Source: an optimization exercise on an open RTL-to-GDS flow (aim: small area and a short achievable clock period). Production flows keep margins and buffers that such runs may drop. At most, simulation tests tie the RTL to the original design; equivalence was not proved. Function not checked in run 1: the RTL went through the layout flow alone. Power figures rest on the tool's default switching activity, not on a simulated workload.

==> flow/design.v, too long to show whole: its modules and the start of the top module <==
// module frequency_measurement: 1015 lines
module frequency_measurement #(
    parameter WIDTH = 32
)(
    input  logic clk,
    input  logic reset,
    input  logic [WIDTH-1:0] a, b,
    input  logic [3:0] opcode,
    output logic [WIDTH-1:0] result,
    output logic N, Z, C, V
);
  // ...
==> flow/run.sh <==
#!/bin/bash
# synth_recipe.tcl (not shown) runs the flow's synth.tcl, then flattens the netlist and writes it again
# the make line also repeats each setting of config.mk as NAME=value (left out here)
make -C /OpenROAD-flow-scripts/flow DESIGN_CONFIG=/design/flow/config.mk WORK_HOME=/design/flow/orfs CLKGATE_MAP_FILE= SYNTH_SCRIPT=/design/flow/synth_recipe.tcl finish
==> flow/config.mk <==
export PLATFORM = sky130hd
export DESIGN_NAME = frequency_measurement
export DESIGN_NICKNAME = frequency_measurement
export VERILOG_FILES = /design/flow/design.v
export SDC_FILE = /design/flow/constraint.sdc
export NUM_CORES = 4
export LEC_CHECK = 0
export ABC_AREA = 1
export CAP_MARGIN = 20
export CORE_MARGIN = 2
export CORE_UTILIZATION = 50
export CTS_CLUSTER_DIAMETER = 40
export CTS_CLUSTER_SIZE = 10
export SLEW_MARGIN = 20
==> flow/constraint.sdc <==
create_clock -name core_clock -period 75.0 [get_ports {clk}]
set_input_delay 15.0000 -clock core_clock [delete_from_list [all_inputs] [get_ports {clk}]]
set_output_delay 15.0000 -clock core_clock [all_outputs]
set_load 0.01 [all_outputs]
==> run notes, run 1 <==
Simple-Gate Fraction of Synth Area=0.263; DR WL met3=31100 um; Die W=335 um; M2 GR Usage=0.673; H-tree levels=2; status=no timing/DRC/antenna violations; vias=61600; drt initial violations=7124; Final Power=around 2100 uW; Setup crit end=cr[18]; largest power group=combinational cells; die area=112000 sq um; comb_multi_in=6865; I/O pins=about 110; largest family of logic cells by synthesized area=simple AND/OR/NAND/NOR gates; mux contribution to synthesized area=0.00678; YS warnings=1; final core occ=0.546; share of power burned in the clock network=0.115; synthesis-to-layout area growth=8.42%; max-cap viol count=0; Final GP Congestion=1.08; cell count of the worst hold path=0; Switching Share=0.578; vias per cell=6.18; WHS Endpoint=cq[16]; Hold Startpoint=rq[1]; CP bufs+invs=27; CTS clock-pin slew for the worst setup and hold paths=0.05 ns; antenna cells=17; CTS Sinks=210; Distinct cells, synth=74
==> run 2, diff against run 1 <==
--- a/flow/design.v
+++ b/flow/design.v
@@ -999,17 +999,18 @@
     wire qc1 = (~|cb[31:31]) & ~c_d1[31];
     wire [30:0] c_r1 = qc1 ? c_d1[30:0] : c_t1;
     wire [31:0] c_t0 = {c_r1, ca[0]};
     wire [32:0] c_d0 = {1'b0, c_t0} - {1'b0, cb[31:0]};
     wire qc0 = (1'b1) & ~c_d0[32];
     wire [31:0] c_r0 = qc0 ? c_d0[31:0] : c_t0;
     wire [31:0] quo = {cq, qc6, qc5, qc4, qc3, qc2, qc1, qc0};
     wire [31:0] rem = c_r0;
+    wire zrem = qc0 ? (c_t0 == cb) : (c_t0 == 32'd0);
     always_comb begin
         case (rsel)
             2'd1: begin result = quo; Z = (quo == 32'd0); end
-            2'd2: begin result = rem; Z = (rem == 32'd0); end
+            2'd2: begin result = rem; Z = zrem; end
             default: begin result = roth; Z = rzo; end
         endcase
         N = result[31];
     end
 endmodule
==> run 2 against run 1 <==
Power up 8.3%. Count of clock-buffer cells in the layout down 4. Largest cell class unchanged. First-iteration DRC count down 7.3%. Non-clock buffer count down 18. Wire length down 4.4%. Final cell count down 1.3%. Highest routed layer unchanged. Area after synthesis up 0.58%. Hold slack better by 0.0051 ns. Sequential share of layout area about the same. Sequential power about the same. Via count down 2.5%. Still clean on timing, DRC and antenna. Sequential cell count unchanged.
==> run notes, run 2 <==
DR pass1 iterations=9 (was 10); asr flop ratio synth=0.481 (unchanged); Critical Path RT=75.56 ns (was 75.50 ns); Distinct cells, synth=85 (was 74); core area=109000 sq um (about the same); critical path class=flop to flop (unchanged); VDD IR max=0.114 mV (was 0.120 mV); die area=113000 sq um (was 112000 sq um); area of the mapped netlist=55000 sq um (was 54600 sq um); initial antenna violation count=11 (was 21); Max FO, Critical Path=35 (was 33); largest net degree at the start of global routing=69 (was 61); status=no timing/DRC/antenna violations (unchanged); vias per cell=6.10 (was 6.18); most common cell after layout, fill and taps aside=nand2_1 (unchanged); Crit path largest cell delay=0.64 ns (was 0.81 ns); Die Height=336 um (was 335 um); met2 WL=102000 um (was 108000 um); GRT Overall Usage=0.429 (was 0.451); Worst-Skew Late Latency=0.66 ns (about the same); Seq/Total Area, Yosys=0.0857 (was 0.0862); Port Buf Inserts=105 (unchanged); Die W=336 um (was 335 um); top post-synthesis cells by area=ha_1 15%, nand2_1 13%, fa_1 9.3% (was ha_1 15%, nand2_1 14%, fa_1 9.4%); Slew Limit Headroom=0.167 (was 0.214); synthesis-to-layout area growth=7.45% (was 8.42%); drt initial violations=6603 (was 7124); first-pass GRT wire length=359000 um (was 374000 um); met1 WL=100000 um (was 98500 um); Static Leak=0.0300 uW (was 0.0304 uW); CTS Sinks=210 (unchanged); fin crit period=37.38 ns (was 37.90 ns); detailed-route DRC error count=0 (unchanged); H-tree levels=2 (unchanged); Post-synth EDFFs=0 (unchanged); CTS clock-pin slew for the worst setup and hold paths=0.05 ns (about the same); cells after synthesis=8374 (was 8462); clk_skew=0.0494 ns (was 0.0647 ns); layout cells sized above 1=0.0602 (was 0.0484); CTS Buf Count=49 (was 53); Crit path top cell by count=nand2_1 (unchanged); final hold violations=0 (unchanged); PostCTS Resize Cnt=0 (unchanged); most frequent cells in the layout=1953 x nand2_1, 1010 x inv_1, 698 x a21oi_1 (was 2079 x nand2_1, 1065 x inv_1, 680 x a21oi_1); TNS Setup=0 ns (unchanged); Slowest-stage cell, CP=o21ai_0 (was dfrtp_1); most common cell in the netlist=nand2_1 (unchanged); Synth area leader=ha_1 (unchanged); setup bufs post-CTS=0 (unchanged); Root Driver=clkbuf_16 (unchanged); fin. max-slew vios=0 (unchanged); top cells by count, synth=1953 x nand2_1, 1012 x inv_1, 698 x a21oi_1 (was 2080 x nand2_1, 1070 x inv_1, 681 x a21oi_1); fmax=26.8 MHz (was 26.4 MHz); gr ovfl total=0 (unchanged); setup ws final=37.62 ns (was 37.10 ns); wire length per cell=25.3 um (was 26.1 um); DR WL met3=28500 um (was 31100 um); Synth Net Count=9354 (was 9442); Worst Path Arrival=37.95 ns (was 38.40 ns); CP Capture Type=flop (unchanged); period utilisation layout=0.498 (was 0.505); Final ANT Viol Nets=0 (unchanged); detailed-route wire length=249000 um (was 260000 um); I/O pins=106 (unchanged); Max Buffers Root-to-Sink=3 (unchanged); Worst-Margin Slew=1.24 ns (was 1.17 ns); Initial Util=0.504 (was 0.503); Syn Area/Cell=6.56 sq um (was 6.46 sq um); Yosys reg bits=210 (unchanged); unrepaired setup endpoints after global routing=no (unchanged); P per Cell Area=38.2 nW/um^2 (was 35.1 nW/um^2); FP Rows=121 (unchanged); hold crit path type=flop to flop (unchanged); Final GP Congestion=1.07 (was 1.08); vias=60000 (was 61600); CTS tree=done (unchanged); Top Layer Used=met5 (unchanged); Synth Flop Type=dfxtp_1 (unchanged); max-cap viol count=0 (unchanged); post-synth top area share=0.149 (was 0.150); YS warnings=1 (unchanged); vias in the first global route=55800 (was 57600); CTS Hold Bufs=0 (unchanged); pre-CTS setup slack=38.26 ns (was 37.43 ns); Final Setup Violations=0 (unchanged); Final nets=9360 (was 9474); hpwl dp=197000 um (was 204000 um); critical path startpoint category=flop (unchanged)
==> run 2: cell count changes after synthesis, sizes merged, moves of 8 or more <==
cell	before	now
clkbuf	145	134
nand2	2091	1992
inv	1103	1064
xnor2	179	160
a21oi	684	705
a221oi	30	22
and2	47	59
nand3	484	472
buf	120	135
nor2	457	476
xor2	529	543
o21ai	533	562
mux2i	37	28
==> run 2: final timing paths <==
| path | start | end | slack [ns] | cells past startpoint |
|---|---|---|---|---|
| worst max-delay path | rb[8] | cr[24] | 37.62 | 222 |
| worst min-delay path | rq[7] | cq[22] | 0.33 | 0 |
| worst max register to register | rb[8] | cr[24] | 37.62 | 222 |
| worst min register to register | rq[7] | cq[22] | 0.33 | 0 |
| max in group asynchronous | reset | ra[15] | 58.65 | 3 |
| min in group asynchronous | reset | ra[2] | 14.86 | 2 |
==> run 2: worst max-delay path: cells and delay by family, from the launching register on <==
| kind | cells | cell delay, ns |
|---|---|---|
| simple gates | 111 | 14.09 |
| xor+xnor | 1 | 0.14 |
| buf+inv | 32 | 6.31 |
| flops | 1 | 0.51 |
| fa+ha+maj | 15 | 5.31 |
| compound gates | 63 | 10.81 |
==> run 2: cells by family (layout without fill, tap and decap cells) <==
family	after synthesis	after routing	share of synthesized area
and+or+nand+nor	3313	3313	0.260
AOI/OAI and AO/OA	1857	1857	0.195
buffers and inverters	1352	1399	0.0995
adders and majority gates	910	910	0.242
xor gates and xnor gates	703	703	0.112
DFF	210	210	0.0857
muxes	29	29	0.00531
other	0	4	0
==> run 2: per-layer routing <==
| layer | up-vias | global-route usage |
|---|---|---|
| met4 | 8 | 0.263 |
| li1 | 27900 | - |
| met1 | 28000 | 0.554 |
| met2 | 3287 | 0.632 |
| met5 | - | 0 |
| met3 | 767 | 0.119 |
==> run 2: through the flow <==
step | instance area [sq um] | total power, uW | utilization | cells | hold slack (ns)
after global routing | 59000 | 2390 | 0.542 | 9835 | 0.328
after floorplan | 55000 | 1320 | - | 8374 | 0.310
final | 59000 | 2250 | 0.542 | 9839 | 0.325
after global placement | 57300 | 1940 | 0.526 | 9743 | 0.312
after CTS | 59000 | 2190 | 0.542 | 9835 | 0.327
after detailed placement | 57300 | 1940 | 0.526 | 9743 | 0.312
==> run 2: cell type report <==
cell class	count	area [sq um]
fill	11100	50000
multi-input combinational	6812	44800
sequential	210	4720
inverter	1083	4100
timing repair buffer	224	1940
tap	1414	1770
clock buffer	54	1260
clock inverter	38	434
antenna	4	10.0
==> run 2: where the power goes <==
part / switching [uW] / internal (uW) / leakage [uW]
Clock: 89.2 / 137 / 0.000814
Sequential: 10.3 / 122 / 0.00214
Combinational: 1240 / 658 / 0.0270
==> run 3, diff against run 2 <==
==> flow/flow/run.sh (new file) <==
#!/bin/bash
# Standard layout, run through the standard.sh; keeps its output in std.log.
set -e
bash standard.sh > std.log 2>&1
==> flow/standard.sh (new file) <==
#!/bin/bash
# synth_recipe.tcl (not shown) runs the flow's synth.tcl, then flattens the netlist and writes it again
# the make line also repeats each setting of config.mk as NAME=value (left out here)
make -C /OpenROAD-flow-scripts/flow DESIGN_CONFIG=/design/flow/config.mk WORK_HOME=/design/flow/orfs CLKGATE_MAP_FILE= SYNTH_SCRIPT=/design/flow/synth_recipe.tcl "${@:-finish}"
removed: flow/run.sh
==> run 3 against run 2 <==
Utilization is the same. Sequential share of layout area is the same. Via count is the same. Non-clock buffer count unchanged. Sequential cell count stayed put. Power stayed put. Critical endpoint unchanged. Sequential power about the same.
==> run notes, run 3 <==
Critical Path RT=75.56 ns (about the same); top post-synthesis cells by area=ha_1 15%, nand2_1 13%, fa_1 9.3% (unchanged); Synth area leader=ha_1 (unchanged); top cells by count, synth=1953 x nand2_1, 1012 x inv_1, 698 x a21oi_1 (unchanged); layout cells sized above 1=0.0602 (unchanged); hpwl dp=197000 um (unchanged); critical path startpoint category=flop (unchanged); CTS Sinks=210 (unchanged); Root Driver=clkbuf_16 (unchanged); H-tree levels=2 (unchanged); Yosys reg bits=210 (unchanged); hold crit path type=flop to flop (unchanged); Initial Util=0.504 (unchanged); most common cell in the netlist=nand2_1 (unchanged); FP Rows=121 (unchanged); Final Setup Violations=0 (unchanged); period utilisation layout=0.498 (unchanged); Final ANT Viol Nets=0 (unchanged); die area=113000 sq um (unchanged); drt initial violations=6603 (unchanged); Slowest-stage cell, CP=o21ai_0 (unchanged); status=no timing/DRC/antenna violations (unchanged); largest net degree at the start of global routing=69 (unchanged); number of non-filler instances in the completed layout=9839 (unchanged); CP Capture Type=flop (unchanged); most common cell after layout, fill and taps aside=nand2_1 (unchanged); core area=109000 sq um (unchanged); Worst-Margin Slew=1.24 ns (unchanged); CTS tree=done (unchanged); DR pass1 iterations=9 (unchanged); area of the mapped netlist=55000 sq um (unchanged); Port Buf Inserts=105 (unchanged); Synth Net Count=9354 (unchanged); most frequent cells in the layout=1953 x nand2_1, 1010 x inv_1, 698 x a21oi_1 (unchanged); PostCTS Resize Cnt=0 (unchanged); vias per cell=6.10 (unchanged); detailed-route wire length=249000 um (unchanged); fin. max-slew vios=0 (unchanged); critical path class=flop to flop (unchanged); Distinct cells, synth=85 (unchanged); Final GP Congestion=1.07 (unchanged); post-synth top area share=0.149 (unchanged); P per Cell Area=38.2 nW/um^2 (unchanged); asr flop ratio synth=0.481 (unchanged); cells after synthesis=8374 (unchanged); CTS Buf Count=49 (unchanged); vias in the first global route=55800 (unchanged); Synth Flop Type=dfxtp_1 (unchanged); GRT Overall Usage=0.429 (unchanged); P_sw=1340 uW (unchanged); Worst-Skew Late Latency=0.66 ns (about the same); setup ws final=37.62 ns (unchanged); YS warnings=1 (unchanged); Post-synth EDFFs=0 (unchanged); VDD IR max=0.114 mV (unchanged); CTS Hold Bufs=0 (unchanged); Crit path largest cell delay=0.64 ns (about the same); vias=60000 (unchanged); Static Leak=0.0300 uW (unchanged); CTS clock-pin slew for the worst setup and hold paths=0.05 ns (about the same); initial antenna violation count=11 (unchanged); Max FO, Critical Path=35 (unchanged); final hold violations=0 (unchanged); first-pass GRT wire length=359000 um (unchanged); DP Cell Count=9743 (unchanged); synthesis-to-layout area growth=7.45% (unchanged); clk_skew=0.0494 ns (unchanged); I/O pins=106 (unchanged); gr ovfl total=0 (unchanged); Crit path top cell by count=nand2_1 (unchanged); Final nets=9360 (unchanged); Max Buffers Root-to-Sink=3 (unchanged); fillcell total=11100 (unchanged); Syn Area/Cell=6.56 sq um (unchanged); fmax=26.8 MHz (unchanged); Die W=336 um (unchanged); wire length per cell=25.3 um (unchanged); Seq/Total Area, Yosys=0.0857 (unchanged); logic gate share of total power=0.841 (about the same); TNS Setup=0 ns (unchanged); sequential power share=0.059 (about the same); Die Height=336 um (unchanged); Pint=917 uW (unchanged); Slew Limit Headroom=0.167 (unchanged); max-cap viol count=0 (unchanged); detailed-route DRC error count=0 (unchanged); fin crit period=37.38 ns (unchanged); setup bufs post-CTS=0 (unchanged); Switching Share=0.593 (unchanged); final core occ=0.542 (unchanged); share of power burned in the clock network=0.100 (about the same); pre-CTS setup slack=38.26 ns (unchanged); Worst Path Arrival=37.95 ns (about the same); unrepaired setup endpoints after global routing=no (unchanged)
run 3: cell counts after synthesis:
Identical to the previous run, type by type.
run 3: power groups by stage:
stage | Combinational, uW | Sequential [uW] | Clock [uW]
2_1_floorplan | 1200 | 129 | 0
3_3_place_gp | 1800 | 134 | 0
3_5_place_dp | 1810 | 134 | 0
4_1_cts | 1830 | 132 | 227
5_1_grt | 2030 | 133 | 232
6_report | 1890 | 133 | 226
run 3: layer usage:
metal	GRT usage	share of wire	vias up	routed length [um]
met5	0	0.00031	-	78
met4	0.263	0.073	8	18000
met3	0.119	0.11	767	28500
met2	0.632	0.41	3287	102000
met1	0.554	0.40	28000	100000
li1	-	-	27900	-
run 3: critical path: cells and delay by family, from the launching register on:
kind            cells  cell delay (ns)
simple gates      111            14.09
flops               1             0.51
buf+inv            32             6.31
fa+ha+maj          15             5.31
xor+xnor            1             0.14
compound gates     63            10.81
run 3: metrics by stage:
| step | hold WS, ns | power [uW] | area [sq um] |
|---|---|---|---|
| final | 0.325 | 2250 | 59000 |
| after global routing | 0.328 | 2390 | 59000 |
| after CTS | 0.327 | 2190 | 59000 |
| after detailed placement | 0.312 | 1940 | 57300 |
| after global placement | 0.312 | 1940 | 57300 |
| after floorplan | 0.310 | 1320 | 55000 |
run 3: final timing paths:
path | from | endpoint | slack [ns] | depth (start not counted)
min in group asynchronous | reset | ra[2] | 14.86 | 2
max reg2reg | rb[8] | cr[24] | 37.62 | 222
max | rb[8] | cr[24] | 37.62 | 222
min reg2reg | rq[7] | cq[22] | 0.33 | 0
max in group asynchronous | reset | ra[15] | 58.65 | 3
min | rq[7] | cq[22] | 0.33 | 0
run 3: cell families after synthesis:
group                    share of synthesized area
AO/OA/AOI/OAI                                0.195
XOR/XNOR                                     0.112
AND/OR/NAND/NOR                              0.260
adder cells (fa/ha/maj)                      0.242
flip-flops                                  0.0857
multiplexers                               0.00531
buffers and inverters                       0.0995
run 3: layout make-up:
type                       count  area [sq um]  share of cell area
antenna                        4          10.0            0.000170
clock buffer                  54          1260              0.0214
clock inverter                38           434             0.00735
inverter                    1083          4100              0.0694
multi-input combinational   6812         44800               0.759
sequential                   210          4720              0.0799
tap                         1414          1770              0.0300
timing repair buffer         224          1940              0.0329

afterwards: timing with drivers on the ports:
Ports are ideal in the flow. The routed layouts listed here were re-timed in OpenROAD. Step 1, drivers: a clkbuf_16 drives clk and a buf_2 each remaining input, both assumed. Step 2 adds t to the input delays and takes it off the output delays; t is the mean of the earliest and latest rising clock arrival at the registers after step 1. Input paths then give back, and output paths get back, about the clock's delay inside the block. Three values: ideal, step 1, step 2; two values: the first two.
| run | shift t [ns] | slack for setup (ns) | clock arrival spread, ns | slew at the worst register clock pin (ns) |
|---|---|---|---|---|
| run 1 | 0.701 | 37.099 / 37.099 / 37.099 | 0.065 / 0.065 | 0.06 / 0.06 |
| run 2 | 0.716 | 37.617 / 37.617 / 37.617 | 0.049 / 0.049 | 0.06 / 0.06 |
| run 3 | 0.716 | 37.617 / 37.617 / 37.617 | 0.049 / 0.049 | 0.06 / 0.06 |
After both steps setup and hold are still met in every run listed.
